Background: an optimization exercise with open tools, aiming at small area, a short achievable clock period and few clock cycles. Do not read the settings as production practice.
Function was not checked in any run shown here: the RTL went through the layout flow alone.

==> flow/design.v <==
`timescale 1ns / 1ps
module knn_distance_cal (
    input             clk,
    input             rst_n,
    input      [63:0] train_data,
    input             train_label,
    input             sample_valid,
    input      [63:0] test_data,
    output     [7:0]  distance_o,
    output            label_o,
    output            valid_o
    );
    function [7:0] absdiff(input [7:0] a, input [7:0] b);
        reg [7:0] p, g, G, P;
        reg       c;
        integer i;
        begin
            p = ~(a ^ b);
            g = a & ~b;
            G[0] = g[0];
            P[0] = p[0];
            for (i = 1; i < 8; i = i + 1) begin
                G[i] = g[i] | (p[i] & G[i-1]);
                P[i] = p[i] & P[i-1];
            end
            c = G[7];
            absdiff[0] = ~p[0];
            for (i = 1; i < 8; i = i + 1)
                absdiff[i] = p[i] ^ ~c ^ (G[i-1] | (c & P[i-1]));
        end
    endfunction
    reg  [63:0] diff_q;
    reg         label_q;
    reg         valid_q;
    reg  [63:0] diff_d;
    integer f;
    always @(*)
        for (f = 0; f < 8; f = f + 1)
            diff_d[f*8 +: 8] = absdiff(train_data[f*8 +: 8], test_data[f*8 +: 8]);
    always @(posedge clk) begin
        diff_q  <= diff_d;
        label_q <= train_label;
        if (!rst_n) valid_q <= 1'b0;
        else        valid_q <= sample_valid;
    end
    function gt8(input [7:0] a, input [7:0] b);
        integer j; reg r;
        begin
            r = 1'b0;
            for (j = 0; j < 8; j = j + 1)
                r = (a[j] & ~b[j]) | (~(a[j] ^ b[j]) & r);
            gt8 = r;
        end
    endfunction
    function [7:0] max2(input [7:0] a, input [7:0] b);
        max2 = (a > b) ? a : b;
    endfunction
    wire [7:0] m0  = max2(diff_q[ 7: 0], diff_q[15: 8]);
    wire [7:0] m1  = max2(diff_q[23:16], diff_q[31:24]);
    wire [7:0] m2  = max2(diff_q[39:32], diff_q[47:40]);
    wire [7:0] m3  = max2(diff_q[55:48], diff_q[63:56]);
    wire [7:0] m01 = max2(m0, m1);
    wire [7:0] m23 = max2(m2, m3);
    wire [7:0] cheb = max2(m01, m23);
    assign distance_o = cheb;
    assign label_o    = label_q;
    assign valid_o    = valid_q;
endmodule
`timescale 1ns / 1ps
module knn_distance_comporator #(
    parameter K = 5
    )
    (
    input             clk,
    input             rst_n,
    input      [7:0]  distance_i,
    input             label_i,
    input             valid_i,         
    input             clear_i,         
    input             show_i,          
    output reg        valid_o,
    output reg        label_o
    );
    reg [8*K-1:0] ndist;               
    reg [K-1:0]   lab;
    reg [8*K-1:0] ndist_d;
    reg [K-1:0]   lab_d;
    reg [K-1:0]   lt;                  
    reg [K-1:0]   take_prev, take_new, keep;
    reg [3:0]     sum;
    wire          clr = ~rst_n | clear_i;
    function lt8(input [7:0] a, input [7:0] b);
        integer j; reg r;
        begin
            r = 1'b0;
            for (j = 0; j < 8; j = j + 1)
                r = (~a[j] & b[j]) | (~(a[j] ^ b[j]) & r);
            lt8 = r;
        end
    endfunction
    function [7:0] top_dist(input integer i);
        top_dist = ~ndist[8*i +: 8];
    endfunction
    integer i;
    always @(*) begin
        for (i = 0; i < K; i = i + 1)
            lt[i] = valid_i & (distance_i < top_dist(i));
        for (i = 0; i < K; i = i + 1) begin
            take_prev[i] = ~clr & (i > 0 ? lt[i > 0 ? i-1 : 0] : 1'b0);
            take_new[i]  = ~clr & lt[i] & (i > 0 ? ~lt[i > 0 ? i-1 : 0] : 1'b1);
            keep[i]      = ~clr & ~lt[i];
        end
        for (i = 0; i < K; i = i + 1) begin
            ndist_d[8*i +: 8] = ({8{take_prev[i]}} & (i > 0 ? ndist[8*(i > 0 ? i-1 : 0) +: 8] : 8'h00))
                              | ({8{take_new[i]}}  & ~distance_i)
                              | ({8{keep[i]}}      & ndist[8*i +: 8]);
            lab_d[i] = (take_prev[i] & (i > 0 ? lab[i > 0 ? i-1 : 0] : 1'b0))
                     | (take_new[i]  & label_i)
                     | (keep[i]      & lab[i]);
        end
        sum = 4'd0;
        for (i = 0; i < K; i = i + 1)
            sum = sum + lab_d[i];
    end
    always @(posedge clk) begin
        ndist <= ndist_d;
        lab   <= lab_d;
        if (!rst_n) begin
            valid_o <= 1'b0;
            label_o <= 1'b0;
        end else begin
            valid_o <= show_i;
            label_o <= show_i & (sum > (K/2));
        end
    end
endmodule
`timescale 1ns / 1ps
module knn_top #(
    parameter DATA_WIDTH = 8,
    parameter FEATURES   = 8,
    parameter K          = 5
    )(
    input                           clk                 ,
    input                           rst_n               ,
    input [DATA_WIDTH*FEATURES-1:0] train_data          ,
    input                           train_label         ,
    input                           data_valid          ,
    input                           training_done       ,
    input [DATA_WIDTH*FEATURES-1:0] test_data           ,
    output                          predicted_valid_o   ,
    output                          predicted_label_o
    );
    wire [7:0] distance;
    wire       label;
    wire       dvalid;
    knn_distance_cal knn_distance_cal_inst (
        .clk          (clk                          ),
        .rst_n        (rst_n                        ),
        .train_data   (train_data                   ),
        .train_label  (train_label                  ),
        .sample_valid (data_valid & ~training_done  ),
        .test_data    (test_data                    ),
        .distance_o   (distance                     ),
        .label_o      (label                        ),
        .valid_o      (dvalid                       )
    );
    knn_distance_comporator #(
        .K (K)
    ) knn_distance_comparator_inst (
        .clk        (clk                                ),
        .rst_n      (rst_n                              ),
        .distance_i (distance                           ),
        .label_i    (label                              ),
        .valid_i    (dvalid                             ),
        .clear_i    (predicted_valid_o & ~training_done ),
        .show_i     (training_done),
        .valid_o    (predicted_valid_o                  ),
        .label_o    (predicted_label_o                  )
    );
endmodule
==> flow/flow/run.sh <==
#!/bin/bash
# Standard ORFS layout, with two changes to how it is made (the SDC, the clock
# period and the standard synthesis are the standard flow's, unchanged):
#  - port buffers are sky130_fd_sc_hd__buf_1 instead of the delay buffer that
#    buffer_ports picks by default;
#  - timing repair aims for extra setup slack (SETUP_SLACK_MARGIN), so that the
#    achieved period, not just the 21 ns clock, is what repair works on.
set -euo pipefail
bash standard.sh synth > synth.log 2>&1
bash standard.sh SETUP_SLACK_MARGIN=16 TNS_END_PERCENT=100 \
    BUFFER_PORTS_ARGS="-buffer_cell sky130_fd_sc_hd__buf_1"  finish > layout.log 2>&1
==> flow/standard.sh <==
#!/bin/bash
# synth_recipe.tcl (not shown) runs the flow's synth.tcl, then flattens the netlist and writes it again
# the make line also repeats each setting of config.mk as NAME=value (left out here)
make -C /OpenROAD-flow-scripts/flow DESIGN_CONFIG=/design/flow/config.mk WORK_HOME=/design/flow/orfs CLKGATE_MAP_FILE= SYNTH_SCRIPT=/design/flow/synth_recipe.tcl "${@:-finish}"
==> flow/config.mk <==
export PLATFORM = sky130hd
export DESIGN_NAME = knn_top
export DESIGN_NICKNAME = knn_top
export VERILOG_FILES = /design/flow/design.v
export SDC_FILE = /design/flow/constraint.sdc
export NUM_CORES = 4
export LEC_CHECK = 0
export CAP_MARGIN = 20
export CORE_MARGIN = 2
export CORE_UTILIZATION = 40
export SLEW_MARGIN = 20
==> flow/constraint.sdc <==
create_clock -name core_clock -period 21.0 [get_ports {clk}]
set_input_delay 4.2000 -clock core_clock [delete_from_list [all_inputs] [get_ports {clk}]]
set_output_delay 4.2000 -clock core_clock [all_outputs]
set_load 0.01 [all_outputs]
==> results of run 1 <==
[cell usage in the layout (no fill, tap or decap), types with 12 or more instances in the layout]
master,instances
sky130_fd_sc_hd__buf_4,148
sky130_fd_sc_hd__inv_1,139
sky130_fd_sc_hd__buf_1,112
sky130_fd_sc_hd__ha_1,111
sky130_fd_sc_hd__dfxtp_1,101
sky130_fd_sc_hd__a21oi_2,46
sky130_fd_sc_hd__nand2_1,44
sky130_fd_sc_hd__nand4_1,42
sky130_fd_sc_hd__buf_6,42
sky130_fd_sc_hd__ha_4,41
sky130_fd_sc_hd__mux2i_1,39
sky130_fd_sc_hd__a21oi_1,36
sky130_fd_sc_hd__a31oi_1,36
sky130_fd_sc_hd__mux2i_4,33
sky130_fd_sc_hd__nand3_1,32
sky130_fd_sc_hd__xor2_1,32
sky130_fd_sc_hd__a21o_1,30
sky130_fd_sc_hd__nor2_1,25
sky130_fd_sc_hd__xnor2_1,24
sky130_fd_sc_hd__o21ai_1,23
sky130_fd_sc_hd__nor2b_1,18
sky130_fd_sc_hd__inv_2,17
sky130_fd_sc_hd__mux2i_2,17
sky130_fd_sc_hd__clkbuf_16,17
sky130_fd_sc_hd__nand2_2,16
sky130_fd_sc_hd__o21ai_0,14
sky130_fd_sc_hd__o211ai_1,13
sky130_fd_sc_hd__o21ai_2,13
sky130_fd_sc_hd__o21ai_4,12
sky130_fd_sc_hd__buf_12,12
[worst min-delay path, stage by stage, from the launching register on]
cell	delay [ps]
sky130_fd_sc_hd__dfxtp_1	310
sky130_fd_sc_hd__nand4_1	60
sky130_fd_sc_hd__a31oi_1	70
[flip-flops by register name, indices dropped and copies added (netlist names)]
register                              count
knn_distance_cal_inst.valid_q             1
knn_distance_cal_inst.diff_q             64
knn_distance_comparator_inst.ndist       40
knn_distance_comparator_inst.valid_o      1
knn_distance_comparator_inst.label_o      1
knn_distance_cal_inst.label_q             1
knn_distance_comparator_inst.lab          5
[worst min path at each step]
stage / startpoint / end
finish: knn_distance_comparator_inst.ndist[35] / knn_distance_comparator_inst.ndist[35]
global route: knn_distance_comparator_inst.lab[3] / knn_distance_comparator_inst.lab[4]
CTS: knn_distance_comparator_inst.ndist[35] / knn_distance_comparator_inst.ndist[35]
detailed placement: knn_distance_comparator_inst.ndist[29] / knn_distance_comparator_inst.ndist[29]
global placement: knn_distance_comparator_inst.ndist[27] / knn_distance_comparator_inst.ndist[35]
floorplan: knn_distance_comparator_inst.ndist[30] / knn_distance_comparator_inst.ndist[38]
[cell type report]
| class | count | area, um^2 |
|---|---|---|
| multi-input combinational | 830 | 8410 |
| clock inverter | 14 | 211 |
| fill | 1800 | 8440 |
| inverter | 169 | 709 |
| tap | 319 | 399 |
| clock buffer | 18 | 439 |
| sequential | 113 | 2280 |
| timing repair buffer | 334 | 2570 |
[through the flow]
step	instance area [um^2]	utilization, %	setup slack, ps
CTS	13800	58.6	12860
finish	15000	64.0	12620
global placement	11000	47.1	11940
detailed placement	11000	47.1	11780
global route	15000	64.0	12290
floorplan	10300	-	12950
[kinds of logic after synthesis]
family | Yosys count
AOI/OAI and AO/OA | 301
and+or+nand+nor | 223
buffers and inverters | 190
adders and majority gates | 159
DFF | 113
muxes | 90
xor gates and xnor gates | 56
[metal layers]
| metal | track usage (%) | wire, um | vias to the layer above |
|---|---|---|---|
| met1 | 25.8 | 12400 | 4621 |
| met2 | 38.7 | 14900 | 368 |
| met5 | 0 | 0 | - |
| li1 | - | - | 4760 |
| met4 | 10.8 | 1560 | 0 |
| met3 | 4.22 | 1700 | 125 |
[what timing repair did]
| action | 4_1_cts | 5_1_grt |
|---|---|---|
| setup endpoints to repair | 104 | 104 |
| buffers inserted | 117 | 73 |
| cloned | 7 | 0 |
| pin swaps | 155 | 167 |
| resized for setup | 225 | 153 |
==> run notes, run 1 <==
* 2 — deepest clock path buffer count
* timing/DRC/antenna clean — run status
* 2 — warnings from Yosys
* 2 — WHS Path Cells
* 1132 — Syn Inst Count
* knn_distance_cal_inst.diff_q[1] — worst setup path startpoint
* reg -> reg — class of the tightest hold or removal check
* 42 — logic depth of the worst path, buffers included
* 21320 ps — required time of the worst setup path
* 17 — number of buffers added by the clock tree synthesis step
* 4 — number of H-tree levels
* 17.6 mm — Final HPWL DP
* 0 — number of hold-slack violations in the final timing report
* sky130_fd_sc_hd__dfxtp_1 — top_reg_cell synth
* 7 — number of iterations in the first detailed-routing pass
* 0.119 GHz — Max Clock Freq
* 0 — number of remaining DRC errors
* 621 ps — slew at the pin closest to its max-slew limit
* sky130_fd_sc_hd__clkbuf_16 — CTS root buf
* flip-flop — Setup crit end kind
* 1797 — non-filler cells in the finished layout
* 38.0% — layout cells sized above 1
* sky130_fd_sc_hd__fa_1 — library cell contributing the largest single delay on the critical path
* sky130_fd_sc_hd__dfxtp_1 24%, sky130_fd_sc_hd__ha_1 21%, sky130_fd_sc_hd__mux2i_1 9.3%, sky130_fd_sc_hd__inv_1 6.6%, sky130_fd_sc_hd__a21oi_1 4.5% — main area contributors after synthesis
* 113 — number of register bits inferred by synthesis
* 0 — Final Max Slew Viols
* 0.0235 mm^2 — core region area
* 0 ps — setup_tns
* 1424 — Net Count, Synth
* knn_distance_cal_inst.diff_q[1] — startpoint of the most critical register-to-register path
* 22.1% — all-layer global routing usage
* 7 — biggest fanout along the worst timing path
* 60 ps — CTS clock-pin slew for the worst setup and hold paths
* 8 — WP buf/inv
* 113 — TritonCTS Sinks
* 9077 — vias in the first global route
* 59 — unique cell type count in the Yosys netlist
* 9874 — Via Count
* reg -> reg — start-to-end type of the worst setup path
* adder cells — combinational family with the most area after synthesis
* 159 um — Die Height
* built — clock tree from TritonCTS
* 0.0251 mm^2 — Die Footprint
* 0 — max-cap violations
* 430 ps — Skew-Pair Late Insertion Delay
* 48 — maximum number of pins on one net before global-route repair
* 0 — number of nets still failing antenna checks after routing
* 8380 ps — Period minus WS final
* 5.49 — detail-routed via count per cell
* 0 — final count of negative-setup-slack endpoints
* 12.5 ps — clk_skew
* 135 — count of boundary I/O pins
* 5.13% — xor and xnor area share after synthesis
* adder cells — CP delay by family, top
* yes — setup repair after global routing missed its margin
* 42 — cell count of the worst reg-to-reg path
* 134 — PortBufs
* 40.7% — Initial Util
* knn_distance_comparator_inst.label_o — Crit Reg-Reg Endpoint
* 9.44% — proportion of synthesized area in mux cells
* 1568 — placed cell count
* 1757 — fin nets
* 159 um — Die Width
* 23.7% — post-synth top area share
* 57.3% — area grow syn2layout
* 21.0% — area share of fa/ha/maj cells after synthesis
* 628 — first-iteration detailed-routing DRC count
* 30.5 mm — DRT Wirelength
* sky130_fd_sc_hd__inv_1 — count leader, synth
* 0 — Congestion Overflow GR
* 0 — number of antenna violations at the first check in global routing
* 498 ps — smallest hold slack
* 520 ps — delay of the slowest cell on the worst path
* 0 — number of synthesized flops with an enable pin
* 23.7% — sequential cell area fraction in the yosys report
* knn_distance_comparator_inst.label_o — Worst Setup EP
* 17.0 um — detailed-route wire length per cell
* flip-flop — startpoint kind of the worst setup timing path
* 12620 ps — R2R Setup Slk
* sky130_fd_sc_hd__a21oi_2 — cell seen most often among critical-path stages
* 169 x sky130_fd_sc_hd__inv_1, 157 x sky130_fd_sc_hd__ha_1, 113 x sky130_fd_sc_hd__dfxtp_1, 89 x sky130_fd_sc_hd__mux2i_1, 86 x sky130_fd_sc_hd__a21oi_1 — top cells by instance count after synthesis
* 20.9% — post-synthesis compound-gate area fraction
* sky130_fd_sc_hd__dfxtp_1 — cell type contributing the most total cell area after synthesis
* 0 — Hold-fix buffers, CTS
* 12.1% — Synth Area in Simple Gates
* 58.5% — Slew HR
* 0.00956 mm^2 — post-synthesis instance area
* 8690 ps — Arrival @ worst endpoint
* 8.44 um^2 — per-instance average area after synthesis
* 39.9% — fin crit share
* 56 — Site Rows
* 0% — Async SR Flop Fraction
* 44.0 mm — wire length of the first global-routing pass
* 0 — diode insertion count for antenna repair
* 0.848 — routability cong.
==> inputs of run 2 (changes only) <==
--- a/flow/design.v
+++ b/flow/design.v
@@ -62,9 +62,18 @@
     wire [7:0] m01 = max2(m0, m1);
     wire [7:0] m23 = max2(m2, m3);
     wire [7:0] cheb = max2(m01, m23);
-    assign distance_o = cheb;
-    assign label_o    = label_q;
-    assign valid_o    = valid_q;
+    reg [7:0] cheb_q;
+    reg       label_q2;
+    reg       valid_q2;
+    always @(posedge clk) begin
+        cheb_q   <= cheb;
+        label_q2 <= label_q;
+        if (!rst_n) valid_q2 <= 1'b0;
+        else        valid_q2 <= valid_q;
+    end
+    assign distance_o = cheb_q;
+    assign label_o    = label_q2;
+    assign valid_o    = valid_q2;
 endmodule
 `timescale 1ns / 1ps
 module knn_distance_comporator #(
@@ -153,6 +162,11 @@
     wire [7:0] distance;
     wire       label;
     wire       dvalid;
+    reg td1;
+    always @(posedge clk) begin
+        if (!rst_n) td1 <= 1'b0;
+        else        td1 <= training_done;
+    end
     knn_distance_cal knn_distance_cal_inst (
         .clk          (clk                          ),
         .rst_n        (rst_n                        ),
@@ -173,7 +187,7 @@
         .label_i    (label                              ),
         .valid_i    (dvalid                             ),
         .clear_i    (predicted_valid_o & ~training_done ),
-        .show_i     (training_done),
+        .show_i     (training_done & td1),
         .valid_o    (predicted_valid_o                  ),
         .label_o    (predicted_label_o                  )
     );
==> run 2 against run 1 <==
Flip-flop and latch count grew 11. Routed wire length shrank 21%. Core utilization shrank 5.1 points. Register-to-register slack gained 3700 ps.
==> run notes, run 2 <==
* timing/DRC/antenna clean — run status
* 6 — biggest fanout along the worst timing path, -1
* 0 — Congestion Overflow GR, unchanged
* 25.9% — sequential cell area fraction in the yosys report, +2.3 points
* 134 — PortBufs, unchanged
* 16320 ps — R2R Setup Slk, +3700 ps
* 54 — unique cell type count in the Yosys netlist, -8.5%
* 3.50% — met3 global-route usage, -0.72 points
* 5 — WP buf/inv, -3
* 60 ps — CTS clock-pin slew for the worst setup and hold paths, about the same
* 0.0235 mm^2 — core region area, unchanged
* input port — startpoint kind of the worst setup timing path
* 8651 — vias in the first global route, -4.7%
* 21310 ps — required time of the worst setup path, about the same
* 329 ps — smallest hold slack, -169 ps
* knn_distance_cal_inst.cheb_q[0] — Crit Reg-Reg Endpoint
* 8.55 um^2 — per-instance average area after synthesis, +1.2%
* 33 — maximum number of pins on one net before global-route repair, -31%
* 32.2% — grt met2 use, -6.5 points
* 0.162 GHz — Max Clock Freq, +35%
* 0 — WHS Path Cells, -2
* 29.9% — layout cells sized above 1, -8.0 points
* 56 — Site Rows, unchanged
* 0 — number of synthesized flops with an enable pin, unchanged
* 18.6% — all-layer global routing usage, -3.5 points
* 10.8 ps — clk_skew, -1.67 ps
* 40.8% — Initial Util, +0.069 points
* 0 — number of nets still failing antenna checks after routing, unchanged
* 44.6% — area grow syn2layout
* 0.0111 mm^2 — Placed Instance Area, +0.55%
* 0 — number of antenna violations at the first check in global routing, unchanged
* 6180 ps — Period minus WS final, -2190 ps
* sky130_fd_sc_hd__dfxtp_1 — top_reg_cell synth
* 159 um — Die Width, about the same
* 2057 — # fillers, +14%
* 0 — final count of negative-setup-slack endpoints, unchanged
* knn_distance_cal_inst.label_q — Worst Hold Launch
* 881 ps — slew at the pin closest to its max-slew limit, +260 ps
* yes — setup repair after global routing missed its margin
* in -> reg — start-to-end type of the worst setup path
* 8797 — Via Count, -11%
* 530 ps — delay of the slowest cell on the worst path, about the same
* 124 — number of register bits inferred by synthesis, +9.7%
* 0.0138 mm^2 — final instance area, -7.9%
* 25.9% — post-synth top area share, +2.3 points
* adder cells — CP delay by family, top
* sky130_fd_sc_hd__clkbuf_16 — CTS root buf
* 1649 — fin nets, -6.1%
* knn_distance_cal_inst.diff_q: 64 flops, knn_distance_comparator_inst.ndist: 40 flops, knn_distance_cal_inst.cheb_q: 8 flops — largest registers
* 24.1 mm — DRT Wirelength, -21%
* flip-flop — Setup crit end kind
* 29.4% — fin crit share, -10 points
* 124 — TritonCTS Sinks, +9.7%
* reg -> reg — class of the tightest hold or removal check
* 1120 — Syn Inst Count, -1.1%
* sky130_fd_sc_hd__dfxtp_1 — most common cell after layout, fill and taps aside
* 0 — diode insertion count for antenna repair, unchanged
* 4 — number of H-tree levels, unchanged
* 64 — number of flip-flops in the largest register, unchanged
* 0% — Async SR Flop Fraction, unchanged
* 39.8 mm — wire length of the first global-routing pass, -9.5%
* 23.9% — GR Layer Usage met1, -1.9 points
* 0 — number of remaining DRC errors, unchanged
* 358 — first-iteration detailed-routing DRC count, -43%
* 0.00957 mm^2 — post-synthesis instance area, +0.17%
* knn_distance_cal_inst.diff_q[41] — startpoint of the most critical register-to-register path
* sky130_fd_sc_hd__ha_1 — count leader, synth
* 0 ps — setup_tns, unchanged
* 410 ps — Skew-Pair Late Insertion Delay, -20 ps
* 0 — Final Max Slew Viols, unchanged
* sky130_fd_sc_hd__fa_1 — cell seen most often among critical-path stages
* 41.3% — Slew HR, -17 points
* 3 — warnings from Yosys, +1
* buf_6 -> inv_4 -> a21boi_4 -> buf_12 -> buf_4 -> nand2_2 -> o221a_4 -> fa_1 -> inv_1 -> ha_2 -> fa_1 -> a21oi_1 -> nor2b_1 — chain of cells forming the critical path
* 0.0252 mm^2 — Die Footprint, +0.16%
* 2 — deepest clock path buffer count, unchanged
* sky130_fd_sc_hd__dfxtp_1 26%, sky130_fd_sc_hd__ha_1 21%, sky130_fd_sc_hd__mux2i_1 6.1%, sky130_fd_sc_hd__inv_1 5.5%, sky130_fd_sc_hd__a21oi_1 5.0% — main area contributors after synthesis
* 135 — count of boundary I/O pins, unchanged
* 157 x sky130_fd_sc_hd__ha_1, 140 x sky130_fd_sc_hd__inv_1, 124 x sky130_fd_sc_hd__dfxtp_1, 95 x sky130_fd_sc_hd__a21oi_1 — top cells by instance count after synthesis
* 17 — number of buffers added by the clock tree synthesis step, unchanged
* 4 — number of iterations in the first detailed-routing pass, -3
* sky130_fd_sc_hd__fa_1 — library cell contributing the largest single delay on the critical path
* met2 — GRT busiest layer
* 22 — cell count of the worst reg-to-reg path, -48%
* 159 um — Die Height, about the same
* sky130_fd_sc_hd__dfxtp_1 — cell type contributing the most total cell area after synthesis
* 6490 ps — Arrival @ worst endpoint, -2200 ps
* 14.3 um — detailed-route wire length per cell, -16%
* 0 — max-cap violations, unchanged
* built — clock tree from TritonCTS
* knn_distance_cal_inst.diff_q — register bank with the most flops
* 1412 — Net Count, Synth, -0.84%
* 59.0% — share of the core filled with cells in the final layout, -5.1 points
* 0.827 — routability cong., -2.5%
* 123 x sky130_fd_sc_hd__dfxtp_1, 118 x sky130_fd_sc_hd__ha_1, 109 x sky130_fd_sc_hd__inv_1, 105 x sky130_fd_sc_hd__buf_1, 75 x sky130_fd_sc_hd__buf_4 — commonest cells after routing, fill and taps aside
* 16.1 mm — Final HPWL DP, -8.6%
* 0 — number of hold-slack violations in the final timing report, unchanged
* 5.21 — detail-routed via count per cell, -5.2%
* knn_distance_cal_inst.label_q2 — worst-case hold path end point
run 2: logic make-up (layout without fill, tap and decap cells):
kind of cell             Yosys count  count (layout)  share of synthesized area, %
AO/OA/AOI/OAI                    300             303                          21.4
AND/OR/NAND/NOR                  253             253                          12.7
buffers and inverters            163             410                          6.55
adder cells (fa/ha/maj)          159             159                          20.9
flip-flops                       124             124                          25.9
multiplexers                      73              73                          8.10
XOR/XNOR                          48              48                          4.39
run 2: area by class of cell:
| class | instances | area, um^2 | share of cell area (%) |
|---|---|---|---|
| Sequential cell | 124 | 2480 | 17.9 |
| Clock inverter | 13 | 141 | 1.02 |
| Tap cell | 319 | 399 | 2.88 |
| Clock buffer | 19 | 453 | 3.27 |
| Inverter | 140 | 636 | 4.59 |
| Timing Repair Buffer | 238 | 1730 | 12.5 |
| Multi-Input combinational cell | 836 | 8000 | 57.8 |
run 2: worst max-delay path by stage:
stage,from,end,slack [ps],depth (start not counted)
2_1_floorplan,rst_n,knn_distance_comparator_inst.label_o,14460,13
3_3_place_gp,rst_n,knn_distance_comparator_inst.label_o,13880,13
3_5_place_dp,rst_n,knn_distance_comparator_inst.label_o,13800,13
4_1_cts,training_done,knn_distance_comparator_inst.label_o,14850,14
5_1_grt,training_done,knn_distance_comparator_inst.label_o,14750,14
6_report,training_done,knn_distance_comparator_inst.label_o,14820,13
run 2: layer usage:
| metal | up-vias | wire length (um) |
|---|---|---|
| met2 | 152 | 11900 |
| met3 | 19 | 801 |
| met4 | 0 | 305 |
| met1 | 4116 | 11100 |
| met5 | - | 0 |
| li1 | 4510 | - |
run 2: stage by stage:
step	instances	setup WS [ps]
2_1_floorplan	1120	14460
3_3_place_gp	1553	13880
3_5_place_dp	1553	13800
4_1_cts	1658	14850
5_1_grt	1689	14750
6_report	1689	14820
run 2: what timing repair did:
action / 4_1_cts / 5_1_grt
setup endpoints to repair: 90 / 67
setup buffers: 66 / 31
cloned: 7 / 0
hold buffers: 0 / 0
resized for setup: 156 / 104
pin swaps: 98 / 87
==> inputs of run 3 (changes only) <==
--- a/flow/design.v
+++ b/flow/design.v
@@ -48,12 +48,12 @@
         begin
             r = 1'b0;
             for (j = 0; j < 8; j = j + 1)
-                r = (a[j] & ~b[j]) | (~(a[j] ^ b[j]) & r);
+                r = (a[j] & ~b[j]) | ((a[j] | ~b[j]) & r);
             gt8 = r;
         end
     endfunction
     function [7:0] max2(input [7:0] a, input [7:0] b);
-        max2 = (a > b) ? a : b;
+        max2 = gt8(a, b) ? a : b;
     endfunction
     wire [7:0] m0  = max2(diff_q[ 7: 0], diff_q[15: 8]);
     wire [7:0] m1  = max2(diff_q[23:16], diff_q[31:24]);
@@ -103,7 +103,7 @@
         begin
             r = 1'b0;
             for (j = 0; j < 8; j = j + 1)
-                r = (~a[j] & b[j]) | (~(a[j] ^ b[j]) & r);
+                r = (~a[j] & b[j]) | ((~a[j] | b[j]) & r);
             lt8 = r;
         end
     endfunction
@@ -113,7 +113,7 @@
     integer i;
     always @(*) begin
         for (i = 0; i < K; i = i + 1)
-            lt[i] = valid_i & (distance_i < top_dist(i));
+            lt[i] = valid_i & lt8(distance_i, top_dist(i));
         for (i = 0; i < K; i = i + 1) begin
             take_prev[i] = ~clr & (i > 0 ? lt[i > 0 ? i-1 : 0] : 1'b0);
             take_new[i]  = ~clr & lt[i] & (i > 0 ? ~lt[i > 0 ? i-1 : 0] : 1'b1);
==> run 3 against run 2 <==
Still clean. Hold slack worse by 2.4 ps. Maximum frequency rose by 2.2%. Critical path type unchanged. Critical endpoint is now knn_distance_cal_inst.diff_q[30]. Largest cell class unchanged. Highest routed layer unchanged.
==> run notes, run 3 <==
* 150 um — Die Height, -5.3%
* 40.7% — Initial Util, -0.084 points
* 5 — biggest fanout along the worst timing path, -1
* sky130_fd_sc_hd__clkbuf_16 — CTS root buf
* 14.7 um — detailed-route wire length per cell, +2.9%
* 44.2% — area grow syn2layout
* 19.6% — all-layer global routing usage, +1.0 points
* 3 — warnings from Yosys, unchanged
* 327 ps — smallest hold slack, -2.42 ps
* 1243 — Net Count, Synth, -12%
* 0 — diode insertion count for antenna repair, unchanged
* 123 x sky130_fd_sc_hd__dfxtp_1, 116 x sky130_fd_sc_hd__inv_1, 113 x sky130_fd_sc_hd__buf_1, 108 x sky130_fd_sc_hd__buf_4, 102 x sky130_fd_sc_hd__nor2_1 — commonest cells after routing, fill and taps aside
* 0 — Congestion Overflow GR, unchanged
* 8568 — Via Count, -2.6%
* 340 — first-iteration detailed-routing DRC count, -5.0%
* sky130_fd_sc_hd__dfxtp_1 — top_reg_cell synth
* 8017 — vias in the first global route, -7.3%
* 23.0% — GR Layer Usage met1, -0.94 points
* timing/DRC/antenna clean — run status
* 124 — number of register bits inferred by synthesis, unchanged
* met2 — GRT busiest layer
* 135 — count of boundary I/O pins, unchanged
* 0.829 — routability cong., +0.27%
* 0.0210 mm^2 — core region area, -10%
* 4 — number of H-tree levels, unchanged
* 21300 ps — required time of the worst setup path, about the same
* 29.0% — post-synth top area share, +3.1 points
* sky130_fd_sc_hd__dfxtp_1 — most common cell after layout, fill and taps aside
* 28.8% — fin crit share, -0.64 points
* 23.6 mm — DRT Wirelength, -2.0%
* in -> reg — start-to-end type of the worst setup path
* sky130_fd_sc_hd__dfxtp_1 — cell type contributing the most total cell area after synthesis
* yes — setup repair after global routing missed its margin
* 134 — PortBufs, unchanged
* 1521 — fin nets, -7.8%
* 6.78 ps — clk_skew, -4.01 ps
* 6350 ps — Arrival @ worst endpoint, -140 ps
* 0 — number of nets still failing antenna checks after routing, unchanged
* 0 — max-cap violations, unchanged
* 3.61% — met3 global-route usage, +0.11 points
* 26 — maximum number of pins on one net before global-route repair, -21%
* 841 ps — slew at the pin closest to its max-slew limit, -40.2 ps
* sky130_fd_sc_hd__inv_1 — count leader, synth
* 14950 ps — fin worst setup slack, +135 ps
* 6050 ps — Period minus WS final, -135 ps
* reg -> reg — class of the tightest hold or removal check
* 60 ps — CTS clock-pin slew for the worst setup and hold paths, about the same
* 0 — number of hold-slack violations in the final timing report, unchanged
* 0 — final count of negative-setup-slack endpoints, unchanged
* 5.33 — detail-routed via count per cell, +2.3%
* knn_distance_cal_inst.diff_q: 64 flops, knn_distance_comparator_inst.ndist: 40 flops, knn_distance_cal_inst.cheb_q: 8 flops — largest registers
* 53 — Site Rows, -5.4%
* 0% — Async SR Flop Fraction, unchanged
* 36.4 mm — wire length of the first global-routing pass, -8.6%
* 1042 — Syn Inst Count, -7.0%
* knn_distance_cal_inst.diff_q — register bank with the most flops
* 17 — number of buffers added by the clock tree synthesis step, unchanged
* 420 ps — Skew-Pair Late Insertion Delay, about the same
* 36.4% — grt met2 use, +4.2 points
* 150 um — Die Width, -5.3%
* 0 — number of remaining DRC errors, unchanged
* 0 — number of synthesized flops with an enable pin, unchanged
* input port — startpoint kind of the worst setup timing path
* 14.3 mm — Final HPWL DP, -11%
* 0.0226 mm^2 — Die Footprint, -10%
* 64 — number of flip-flops in the largest register, unchanged
* 0 — Hold-fix buffers, CTS, unchanged
* 58.7% — share of the core filled with cells in the final layout, -0.26 points
* 8.21 um^2 — per-instance average area after synthesis, -3.9%
* 134 x sky130_fd_sc_hd__inv_1, 124 x sky130_fd_sc_hd__dfxtp_1, 103 x sky130_fd_sc_hd__nor2_1, 91 x sky130_fd_sc_hd__a21oi_1, 66 x sky130_fd_sc_hd__ha_1 — top cells by instance count after synthesis
* 29.0% — sequential cell area fraction in the yosys report, +3.1 points
* 0 ps — setup_tns, unchanged
* 72 — unique cell type count in the Yosys netlist, +33%
* 43.9% — Slew HR, +2.7 points
* 0.00856 mm^2 — post-synthesis instance area, -11%
* 0 — Final Max Slew Viols, unchanged
* 124 — TritonCTS Sinks, unchanged
* 0 — number of antenna violations at the first check in global routing, unchanged
* sky130_fd_sc_hd__dfxtp_1 29%, sky130_fd_sc_hd__ha_1 9.7%, sky130_fd_sc_hd__inv_1 5.9%, sky130_fd_sc_hd__a21oi_1 5.3%, sky130_fd_sc_hd__mux2i_1 4.7% — main area contributors after synthesis
* 5 — number of iterations in the first detailed-routing pass, +1
* 2 — deepest clock path buffer count, unchanged
* 28.1% — layout cells sized above 1, -1.8 points
* flip-flop — Setup crit end kind
* 0.165 GHz — Max Clock Freq, +2.2%
* built — clock tree from TritonCTS
* 14150 ps — Post-Place Setup Slack, +350 ps
[run 3: worst max-delay path: stages]
cell and delay (ps):
sky130_fd_sc_hd__buf_8 110, sky130_fd_sc_hd__inv_12 40, sky130_fd_sc_hd__ha_4 180, sky130_fd_sc_hd__a21o_1 190, sky130_fd_sc_hd__a21o_1 190, sky130_fd_sc_hd__a21oi_2 210, sky130_fd_sc_hd__o21bai_2 120, sky130_fd_sc_hd__a21oi_2 180
sky130_fd_sc_hd__inv_2 70, sky130_fd_sc_hd__a21o_4 230, sky130_fd_sc_hd__a21oi_4 250, sky130_fd_sc_hd__mux2i_1 280, sky130_fd_sc_hd__xnor2_1 100
[run 3: area by class of cell]
class	instances	area, um^2
Clock buffer	19	453
Tap cell	275	344
Fill cell	1802	8680
Clock inverter	13	141
Timing Repair Buffer	275	1880
Multi-Input combinational cell	767	6480
Inverter	135	557
Sequential cell	124	2480
[run 3: metal layers]
| metal | up-vias | part of all wire, % |
|---|---|---|
| met5 | - | 0 |
| met1 | 4026 | 42 |
| met3 | 42 | 2.9 |
| li1 | 4332 | - |
| met4 | 0 | 1.9 |
| met2 | 168 | 53 |
[run 3: cell families after synthesis]
family	count (synthesis)	synth area share, %
DFF	124	29.0
adders and majority gates	99	13.8
and+or+nand+nor	231	12.2
AOI/OAI and AO/OA	331	27.3
buffers and inverters	161	7.09
xor gates and xnor gates	48	4.91
muxes	48	5.73
[run 3: per-stage QoR]
stage	cells	area, um^2
floorplan	1042	8870
global placement	1426	9620
detailed placement	1426	9620
CTS	1575	11500
global route	1608	12300
finish	1608	12300
[run 3: final timing paths]
kind                              startpoint                                   end  depth (start not counted)  slack, ps
min            knn_distance_cal_inst.label_q        knn_distance_cal_inst.label_q2                          0        330
max reg2reg  knn_distance_cal_inst.cheb_q[0]  knn_distance_comparator_inst.label_o                         18      15800
max                            test_data[25]      knn_distance_cal_inst.diff_q[30]                         13      14950
min reg2reg    knn_distance_cal_inst.label_q        knn_distance_cal_inst.label_q2                          0        330
[run 3: what timing repair did]
action | 4_1_cts | 5_1_grt
hold endpoints to repair | 0 | 0
setup endpoints to repair | 104 | 72
resized for setup | 98 | 131
buffers inserted | 107 | 33
pin swaps | 100 | 106
cloned | 10 | 0

## re-timing with driven ports
No port has a modelled driver above. Below, the same layouts with a new extraction and two added sets of constraints.
Step 1: set_driving_cell puts a clkbuf_16 on clk and a buf_2 on each other input, an assumption about the parent block.
Step 2 moves the port delays by t, midway between the first and last clock arrival at a register: inputs arrive t later, outputs are due t later. That takes back most of the time a late clock gives input paths.
a / b / c = ideal / step 1 / step 2; a / b = the first two.
| run | t, ns | slack for setup (ns) | hold slack, ns | worst slew at a driven data input, ns |
|---|---|---|---|---|
| run 1 | 0.461 | 12.624 / 12.624 / 12.624 | 0.498 / 0.498 / 0.498 | 0.07 |
| run 2 | 0.448 | 14.818 / 14.817 / 14.370 | 0.329 / 0.329 / 0.329 | 0.06 |
| run 3 | 0.461 | 14.952 / 14.946 / 14.485 | 0.327 / 0.327 / 0.327 | 0.07 |
After both steps setup and hold are still met in every run listed. For run 3, which loses most, drivers alone change the setup slack by -0.006 ns; drivers and shift together by -0.467 ns.
